From an optimization exercise on the open Yosys and OpenROAD flow, aimed at small area and a short achievable clock period; shortcuts taken in it are not production practice. Where RTL was checked, it was by simulation tests only, not by an equivalence proof against the original. Power figures rest on the tool's default switching activity, not on a simulated workload.

Setup of old:
==> flow/design.v (excerpt) <==
module VKSA_256_top (in_clk, in_A, in_B, in_CI, out_S, out_CO);
  input in_clk;
  input [255:0] in_A, in_B;
  input in_CI;
  output reg [255:0] out_S;
  output reg out_CO;
  wire [255:0] w_bs;
  wire [64:0] w_bg;
  reg [255:0] r_bs;
  reg [64:0] r_bg;
  wire [255:0] w_S;
  wire w_CO;
  VKSA_blocks U0 (.in_A(in_A), .in_B(in_B), .in_CI(in_CI), .out_BS(w_bs), .out_BG(w_bg));
  always @(posedge in_clk) begin
    r_bs <= w_bs;
    r_bg <= w_bg;
    out_S <= w_S;
    out_CO <= w_CO;
  end
  VKSA_256 U1 (.in_BS(r_bs), .in_BG(r_bg), .out_S(w_S), .out_CO(w_CO));
endmodule
For scale: roughly 1,900 cells after synthesis, roughly 580 flip-flops.
clock: 5.5 ns
lec_check: 0
cap_margin: 20
core_area: 17 17 227 227
cts_cluster_diameter: 120
cts_cluster_size: 24
die_area: 0 0 244 244
gpl_timing_driven: 0
place_density: 0.5
setup_slack_margin: 3.2
slew_margin: 20
synth_hierarchical: 1
tns_end_percent: 5
standard.sh (not shown) runs the stock make flow with config.mk's settings and CLKGATE_MAP_FILE= SYNTH_SCRIPT=/design/flow/synth_recipe.tcl, a recipe that flattens the netlist after the stock synthesis.
==> flow/flow/run.sh <==
#!/bin/bash
# Standard synthesis and layout, with plain minimum-size buffers on the ports
# (buffer_ports would otherwise pick clkdlybuf4s50_1, a slow delay cell), and
# with every gate reset to its smallest drive strength after global placement
# (flow/downsize.tcl), so that timing repair upsizes only what it needs.
set -euo pipefail
bash standard.sh synth > synth.log 2>&1
bash standard.sh "BUFFER_PORTS_ARGS=-buffer_cell sky130_fd_sc_hd__buf_1" \
  "POST_GLOBAL_PLACE_TCL=$PWD/flow/downsize.tcl" finish > layout.log 2>&1
==> flow/flow/downsize.tcl <==
# Start timing repair from minimum-size gates: every combinational cell that
# synthesis mapped to a larger drive strength is swapped for the smallest cell
# of the same function (same name but for the drive-strength suffix). The
# resizer then upsizes only the gates that timing needs.
set n 0
set saved 0.0
foreach inst [get_cells *] {
  set lc [get_lib_cells -of_objects $inst]
  if {$lc eq "" || $lc eq "NULL"} { continue }
  set name [get_name $lc]
  if {![regexp {^(sky130_fd_sc_hd__[a-z0-9]+)_([0-9]+)$} $name -> base drive]} { continue }
  if {[string match "*df*" $base] || [string match "*clk*" $base] || [string match "*tap*" $base]} { continue }
  set best $name
  set best_area [get_property $lc area]
  foreach cand [get_lib_cells ${base}_*] {
    set cname [get_name $cand]
    if {![regexp "^${base}_\[0-9\]+\$" $cname]} { continue }
    if {[get_property $cand dont_use]} { continue }
    set a [get_property $cand area]
    if {$a < $best_area} { set best $cname; set best_area $a }
  }
  if {$best ne $name} {
    set saved [expr {$saved + [get_property $lc area] - $best_area}]
    replace_cell $inst [get_lib_cells $best]
    incr n
  }
}
puts "downsize.tcl: downsized $n cells, [format %.1f $saved] um2"
old completed end to end with timing, DRC and antenna clean.
What new does differently from old at the input level:
- SETUP_SLACK_MARGIN: 3.2 -> 3.15
- GPL_TIMING_DRIVEN: 0 -> unset
--- outcome ---
- Smallest setup slack after layout is higher on old
- Final standard cell utilization of the core: lower on new
- Summary of new over old: buffers inserted during post-CTS setup optimization lower, final-layout worst hold slack lower.

========
Starting RTL as in the previous note.
Settings: LEC_CHECK=0, CAP_MARGIN=20, CORE_AREA=17 17 227 227, CTS_CLUSTER_DIAMETER=120, CTS_CLUSTER_SIZE=24, DIE_AREA=0 0 244 244, PLACE_DENSITY=0.5, SETUP_SLACK_MARGIN=3.25, SLEW_MARGIN=20, SYNTH_HIERARCHICAL=1, TNS_END_PERCENT=10; clock period 5.5 ns.
Scripts as last shown in full above: flow/flow/run.sh, flow/flow/downsize.tcl
The first run ran to the end with no violations.
==> next run, changes <==
CORE_AREA = 10 10 234 234   (was 17 17 227 227)
TNS_END_PERCENT = 5   (was 10)
=> Setup slack gets worse by 22 ps. Synthesized cell count is unchanged. Global-route usage is lower by 1.3 points. Total power hardly moves.
==> next run, changes <==
CORE_AREA = 17 17 227 227   (was 10 10 234 234)
CTS_CLUSTER_DIAMETER = 150   (was 120)
CTS_CLUSTER_SIZE = 30   (was 24)
SETUP_SLACK_MARGIN = 3.2   (was 3.25)
First-iteration DRC count increases by roughly a tenth. Cell count shrinks by a few percent. Power falls by a few percent. Non-clock buffer count goes down by 14. Via count grows slightly. Wire length came out higher by a few percent. Count of clock-buffer cells in the layout decreases by 6. Maximum frequency rises slightly. Synthesized cell count stays the same. Worst setup slack gains 17 ps. Worst hold slack hardly moves.

========
Starting RTL as in the previous note.
Design VKSA_256_top, start of the top module:
module VKSA_256_top (in_clk, in_A, in_B, in_CI, out_S, out_CO);
  input in_clk;
  input [255:0] in_A, in_B;
  input in_CI;
  output reg [255:0] out_S;
  output reg out_CO;
  wire [255:0] w_bs;
  wire [64:0] w_bg;
  reg [255:0] r_bs;
  reg [64:0] r_bg;
  wire [255:0] w_S;
  wire w_CO;
  VKSA_blocks U0 (.in_A(in_A), .in_B(in_B), .in_CI(in_CI), .out_BS(w_bs), .out_BG(w_bg));
  always @(posedge in_clk) begin
    r_bs <= w_bs;
    r_bg <= w_bg;
    out_S <= w_S;
    out_CO <= w_CO;
  end
  VKSA_256 U1 (.in_BS(r_bs), .in_BG(r_bg), .out_S(w_S), .out_CO(w_CO));
endmodule
==> flow/config.mk <==
export PLATFORM = sky130hd
export DESIGN_NAME = VKSA_256_top
export DESIGN_NICKNAME = VKSA_256_top
export VERILOG_FILES = /design/flow/design.v
export SDC_FILE = /design/flow/constraint.sdc
export NUM_CORES = 4
export LEC_CHECK = 0
export CAP_MARGIN = 20
export CORE_AREA = 17 17 227 227
export CTS_CLUSTER_DIAMETER = 120
export CTS_CLUSTER_SIZE = 24
export DIE_AREA = 0 0 244 244
export PLACE_DENSITY = 0.4
export SETUP_SLACK_MARGIN = 3.25
export SLEW_MARGIN = 20
export SYNTH_HIERARCHICAL = 1
export TNS_END_PERCENT = 5
==> flow/constraint.sdc <==
create_clock -name core_clock -period 5.5 [get_ports {in_clk}]
set_input_delay 1.1000 -clock core_clock [delete_from_list [all_inputs] [get_ports {in_clk}]]
set_output_delay 1.1000 -clock core_clock [all_outputs]
set_load 0.01 [all_outputs]
Scripts as last shown in full above: flow/flow/run.sh, flow/flow/downsize.tcl
The starting point passed the timing, DRC and antenna checks.
Next try:
CORE_AREA = 20 20 230 230   (was 17 17 227 227)
DIE_AREA = 0 0 250 250   (was 0 0 244 244)
PLACE_DENSITY = 0.5   (was 0.4)
SETUP_SLACK_MARGIN = 3.2   (was 3.25)
Effect: The new run went through all stages and came out clean. Worst setup slack is worse by 14 ps. Sequential power hardly moves. Design area is about the same. Global-route usage came out lower by 0.38 points. Sequential cell count stays the same.
Next try:
CORE_AREA = 17 17 227 227   (was 20 20 230 230)
DIE_AREA = 0 0 244 244   (was 0 0 250 250)
What happened: Fmax grows slightly; setup slack gets better by 11 ps; routed wire length shrinks by a few percent; final area shrinks slightly; final cell count is about the same; synthesized area does not change; clock skew hardly moves; non-clock buffer count is unchanged; total power shrinks slightly; sequential cell count stays the same.

========
Another version of the RTL of VKSA_256_top (not shown whole).
Size: roughly 580 flip-flops, ~770 I/O pins, ~0.023 mm2 of cells after synthesis.
## VKSA_256_top
module VKSA_256_top (in_clk, in_A, in_B, in_CI, out_S, out_CO);
  input in_clk;
  input [255:0] in_A, in_B;
  input in_CI;
  output reg [255:0] out_S;
  output reg out_CO;
  wire [255:0] w_bs;
  wire [64:0] w_bg;
  reg [255:0] r_bs;
  reg [64:0] r_bg;
  wire [255:0] w_S;
  wire w_CO;
  VKSA_blocks U0 (.in_A(in_A), .in_B(in_B), .in_CI(in_CI), .out_BS(w_bs), .out_BG(w_bg));
  always @(posedge in_clk) begin
    r_bs <= w_bs;
    r_bg <= w_bg;
    out_S <= w_S;
    out_CO <= w_CO;
  end
  VKSA_256 U1 (.in_BS(r_bs), .in_BG(r_bg), .out_S(w_S), .out_CO(w_CO));
endmodule
export LEC_CHECK = 0
export CAP_MARGIN = 20
export CORE_AREA = 17 17 227 227
export CTS_CLUSTER_DIAMETER = 120
export CTS_CLUSTER_SIZE = 24
export DIE_AREA = 0 0 244 244
export SETUP_SLACK_MARGIN = 3.35
export SLEW_MARGIN = 20
export SYNTH_HIERARCHICAL = 1
export TNS_END_PERCENT = 5
create_clock -name core_clock -period 5.5 [get_ports {in_clk}]
==> flow/flow/run.sh <==
#!/bin/bash
# Standard synthesis and layout, but with plain buffers on the ports
# (buffer_ports would otherwise pick clkdlybuf4s50_1, a slow delay cell).
set -euo pipefail
bash standard.sh synth > synth.log 2>&1
bash standard.sh "BUFFER_PORTS_ARGS=-buffer_cell ${PORT_BUF:-sky130_fd_sc_hd__buf_1}" finish > layout.log 2>&1
The first run went through all stages and came out clean.
Change:
==> flow/flow/run.sh (replaced) <==
#!/bin/bash
# Standard synthesis and layout, with plain minimum-size buffers on the ports
# (buffer_ports would otherwise pick clkdlybuf4s50_1, a slow delay cell), and
# power/area recovery (downsizing gates off the critical paths) after global
# routing.
set -euo pipefail
bash standard.sh synth > synth.log 2>&1
bash standard.sh "BUFFER_PORTS_ARGS=-buffer_cell sky130_fd_sc_hd__buf_1" \
  "RECOVER_POWER=${RECOVER_POWER:-100}" finish > layout.log 2>&1
- SETUP_SLACK_MARGIN: 3.35 -> 3.25
Effect: Synthesized area is unchanged; worst setup slack degrades by 1.4 ns; global-route usage goes down by 0.46 points; first-iteration DRC count drops by a little under a tenth; final cell count decreases slightly; total power falls by a few percent.
Change:
==> flow/flow/run.sh (replaced) <==
#!/bin/bash
# Standard synthesis and layout, with plain minimum-size buffers on the ports
# (buffer_ports would otherwise pick clkdlybuf4s50_1, a slow delay cell), and
# with every gate reset to its smallest drive strength after global placement
# (flow/downsize.tcl), so that timing repair upsizes only what it needs.
set -euo pipefail
bash standard.sh synth > synth.log 2>&1
bash standard.sh "BUFFER_PORTS_ARGS=-buffer_cell sky130_fd_sc_hd__buf_1" \
  "POST_GLOBAL_PLACE_TCL=$PWD/flow/downsize.tcl" finish > layout.log 2>&1
==> flow/flow/downsize.tcl (new file) <==
# Start timing repair from minimum-size gates: every combinational cell that
# synthesis mapped to a larger drive strength is swapped for the smallest cell
# of the same function (same name but for the drive-strength suffix). The
# resizer then upsizes only the gates that timing needs.
set n 0
set saved 0.0
foreach inst [get_cells *] {
  set lc [get_lib_cells -of_objects $inst]
  if {$lc eq "" || $lc eq "NULL"} { continue }
  set name [get_name $lc]
  if {![regexp {^(sky130_fd_sc_hd__[a-z0-9]+)_([0-9]+)$} $name -> base drive]} { continue }
  if {[string match "*df*" $base] || [string match "*clk*" $base] || [string match "*tap*" $base]} { continue }
  set best $name
  set best_area [get_property $lc area]
  foreach cand [get_lib_cells ${base}_*] {
    set cname [get_name $cand]
    if {![regexp "^${base}_\[0-9\]+\$" $cname]} { continue }
    if {[get_property $cand dont_use]} { continue }
    set a [get_property $cand area]
    if {$a < $best_area} { set best $cname; set best_area $a }
  }
  if {$best ne $name} {
    set saved [expr {$saved + [get_property $lc area] - $best_area}]
    replace_cell $inst [get_lib_cells $best]
    incr n
  }
}
puts "downsize.tcl: downsized $n cells, [format %.1f $saved] um2"
- PLACE_DENSITY: not set -> 0.5
- SETUP_SLACK_MARGIN: 3.25 -> 3.2
=> The changed run finished with timing, DRC and antenna clean. Cell count goes down slightly. Hold slack degrades by 0.0065 ns. Sequential share of layout area goes down by 0.32 points. Total power hardly moves. Non-clock buffer count goes down by 12. Die area is unchanged. Register-to-register slack improves by 1.3 ns. Count of clock-buffer cells in the layout stays the same. Final area goes up slightly.
Function was not checked in any run of this note: the RTL went through the layout flow alone.

==> static timing again, ports no longer ideal <==
Ports are ideal in the flow. The routed layouts listed here were re-timed in OpenROAD. Step 1: set_driving_cell puts a clkbuf_16 on in_clk and a buf_2 on each other input, an assumption about the parent block. Step 2 times the ports against the registers' clock, not the clock port: input delays grow and output delays shrink by t, the midpoint of the rising clock arrivals with the driver on. a / b / c = no drivers / after step 1 / after step 2; a / b = the first two.
run | t, ns | setup slack, ns | worst setup path after step 2 | latest minus earliest clock arrival (ns) | pins driven straight from the clock port
old | 0.634 | 3.178 / 3.117 / 2.616 | input to register | 0.023 / 0.024 | 1
new | 0.634 | 3.113 / 3.053 / 2.613 | input to register | 0.026 / 0.026 | 1
the first run of note 2 | 0.633 | 3.168 / 3.131 / 2.568 | input to register | 0.029 / 0.029 | 1
the second run of note 2 | 0.643 | 3.146 / 3.104 / 2.603 | input to register | 0.028 / 0.027 | 1
the third run of note 2 | 0.617 | 3.163 / 3.104 / 2.612 | input to register | 0.023 / 0.023 | 1
the first run of note 3 | 0.627 | 3.191 / 3.131 / 2.624 | input to register | 0.024 / 0.025 | 1
the second run of note 3 | 0.639 | 3.176 / 3.116 / 2.620 | input to register | 0.024 / 0.024 | 1
the third run of note 3 | 0.628 | 3.187 / 3.126 / 2.623 | input to register | 0.024 / 0.024 | 1
the first run of note 4 | 0.637 | 3.201 / 3.201 / 2.838 | input to register | 0.026 / 0.027 | 1
the second run of note 4 | 0.639 | 1.820 / 1.820 / 1.820 | register to register | 0.027 / 0.027 | 1
the third run of note 4 | 0.633 | 3.141 / 3.123 / 2.738 | input to register | 0.022 / 0.022 | 1
After both steps every run listed still meets setup and hold. For the first run of note 2, which loses most, drivers alone change the setup slack by -0.037 ns; drivers and shift together by -0.600 ns.
